Context: an optimization exercise on an open-source flow, tuned for small area. The choices shown serve that exercise and are no tape-out recipe. Function was checked by simulation only, so behaviour that the tests miss may differ from the original.

## run a
Design iir_biquad_axis, start of the top module:
module iir_biquad_axis #(
    parameter integer C_S_AXI_DATA_WIDTH = 32,
    parameter integer C_S_AXI_ADDR_WIDTH = 5,
    parameter integer DATA_WIDTH         = 32    
)(
    input  wire aclk,
    input  wire aresetn,    
    input  wire [DATA_WIDTH-1:0] s_axis_tdata,
    input  wire                  s_axis_tvalid,
    output wire                  s_axis_tready,
    input  wire                  s_axis_tlast,
    output wire [DATA_WIDTH-1:0] m_axis_tdata,
    output reg                   m_axis_tvalid,
    input  wire                  m_axis_tready,
    output reg                   m_axis_tlast,
    input  wire [C_S_AXI_ADDR_WIDTH-1:0] s_axi_awaddr,
    input  wire                          s_axi_awvalid,
    output wire                          s_axi_awready,
    input  wire [C_S_AXI_DATA_WIDTH-1:0] s_axi_wdata,
    input  wire [C_S_AXI_DATA_WIDTH/8-1:0] s_axi_wstrb,
    input  wire                          s_axi_wvalid,
    output wire                          s_axi_wready,
    output wire [1:0]                    s_axi_bresp,
    output wire                          s_axi_bvalid,
    input  wire                          s_axi_bready,
    input  wire [C_S_AXI_ADDR_WIDTH-1:0] s_axi_araddr,
    input  wire                          s_axi_arvalid,
    output wire                          s_axi_arready,
    output wire [C_S_AXI_DATA_WIDTH-1:0] s_axi_rdata,
    output wire [1:0]                    s_axi_rresp,
    output wire                          s_axi_rvalid,
    input  wire                          s_axi_rready
);
Size: about 160 I/O pins, about 67000 µm² of cells after synthesis.
clock: 22.0 ns
lec_check: 0
abc_area: 1
cap_margin: 10
core_margin: 2
core_utilization: 40
cts_buf_list: sky130_fd_sc_hd__clkbuf_4
place_density: 0.65
slew_margin: 5
synth_hierarchical: 1
standard.sh (not shown) runs the stock make flow with config.mk's settings and CLKGATE_MAP_FILE= SYNTH_SCRIPT=/design/flow/synth_recipe.tcl, a recipe that flattens the netlist after the stock synthesis.
==> flow/flow/run.sh <==
#!/bin/bash
# Layout flow: the standard flow (standard.sh), with
#  - the port buffers made from the smallest buffer cell (buf_1);
#  - clock tree synthesis with sink clusters of up to 14 flip-flops and no
#    dummy loads.
set -o pipefail
export BUFFER_PORTS_ARGS="-buffer_cell sky130_fd_sc_hd__buf_1"
export CTS_ARGS="-sink_clustering_enable -repair_clock_nets -buf_list sky130_fd_sc_hd__clkbuf_8 -sink_clustering_size 14 -sink_clustering_max_diameter 70 -dont_use_dummy_load"
bash standard.sh > standard.log 2>&1
Run a: flow completed, timing, DRC and antenna clean
Edits applied to the flow inputs when going from run a to run b:
Settings: PLACE_DENSITY removed (was 0.65).
- Run b does better than run a on global-route wire length before repair.
- Arrival time at the worst endpoint ends up lower on run b.
- Max-capacitance violation count across run b and run a: no real change.
- Between run a and run b, hold slack increased.

---

Another version of the RTL of iir_biquad_axis (not shown whole).
Size in the first run: ~360 flip-flops, ~160 I/O pins, roughly 0.066 sq mm of cells after synthesis.
Settings: LEC_CHECK=0, ABC_AREA=1, CAP_MARGIN=5, CORE_MARGIN=2, CORE_UTILIZATION=40, CTS_BUF_LIST=sky130_fd_sc_hd__clkbuf_4, SLEW_MARGIN=5, SYNTH_HIERARCHICAL=1; clock period 22.0 ns.
Scripts as last shown in full above: flow/flow/run.sh
The first run went through all stages and came out clean.
Change:
==> flow/flow/run.sh (replaced) <==
#!/bin/bash
# Layout flow: the standard flow (standard.sh), with
#  - the port buffers made from the smallest buffer cell (buf_1);
#  - clock tree synthesis with sink clusters of up to 10 flip-flops and no
#    dummy loads.
set -o pipefail
export BUFFER_PORTS_ARGS="-buffer_cell sky130_fd_sc_hd__buf_1"
export CTS_ARGS="-sink_clustering_enable -repair_clock_nets -buf_list sky130_fd_sc_hd__clkbuf_8 -sink_clustering_size 10 -sink_clustering_max_diameter 60 -dont_use_dummy_load"
bash standard.sh > standard.log 2>&1
What happened: Count of clock-buffer cells in the layout climbs by 9; sequential share of layout area hardly moves; final cell count barely changes; clock skew drops by 0.027 ns; cell area hardly moves; register-to-register slack gets better by 0.02 ns; critical path depth does not change; utilization hardly moves; global-route usage stays flat.
Change:
==> flow/flow/run.sh (replaced) <==
#!/bin/bash
# Layout flow: the standard flow, with the port buffers made from the
# smallest buffer cell (buf_1) instead of the resizer's default choice.
set -o pipefail
export BUFFER_PORTS_ARGS="-buffer_cell sky130_fd_sc_hd__buf_1"
bash standard.sh > standard.log 2>&1
Result: Sequential share of layout area came out lower by 0.12 points; global-route usage went up by 0.13 points; utilization increases by 0.38 points; sequential cell count stays the same; via count increases by 0.56%; worst setup slack got worse by 0.052 ns; design area climbs by 0.90%; register-to-register slack got worse by 0.05 ns; die area is unchanged; wire length is about the same.

-- afterwards: timing with drivers on the ports --
The results above use ideal ports. As a check the final layouts listed here were re-extracted and re-timed, cells and wires unchanged.
Step 1 (the two cells are an assumption about what drives the block):
set clk [get_ports {aclk}]
set_driving_cell -lib_cell sky130_fd_sc_hd__clkbuf_16 $clk
set_driving_cell -lib_cell sky130_fd_sc_hd__buf_2 [delete_from_list [all_inputs] $clk]
Step 2 times the ports against the registers' clock, not the clock port: input delays grow and output delays shrink by t, the midpoint of the rising clock arrivals with the driver on.
Slacks: no drivers / after step 1 / after step 2; pairs: no drivers / after step 1.
| run | shift t [ns] | setup WS [ns] | clock arrival spread, ns | slew at the worst register clock pin (ns) | cell pins on the clock port's net |
|---|---|---|---|---|---|
| run a | 0.829 | 1.747 / 1.747 / 1.747 | 0.169 / 0.169 | 0.10 / 0.10 | 1 |
| run b | 0.790 | 1.755 / 1.755 / 1.755 | 0.152 / 0.152 | 0.09 / 0.09 | 1 |
| the first run of note 2 | 0.814 | 1.820 / 1.820 / 1.820 | 0.116 / 0.116 | 0.10 / 0.10 | 1 |
| the second run of note 2 | 0.804 | 1.838 / 1.838 / 1.838 | 0.090 / 0.089 | 0.08 / 0.08 | 1 |
| the third run of note 2 | 1.190 | 1.785 / 1.785 / 1.785 | 0.160 / 0.159 | 0.09 / 0.09 | 1 |
After both steps setup and hold are still met in every run listed.
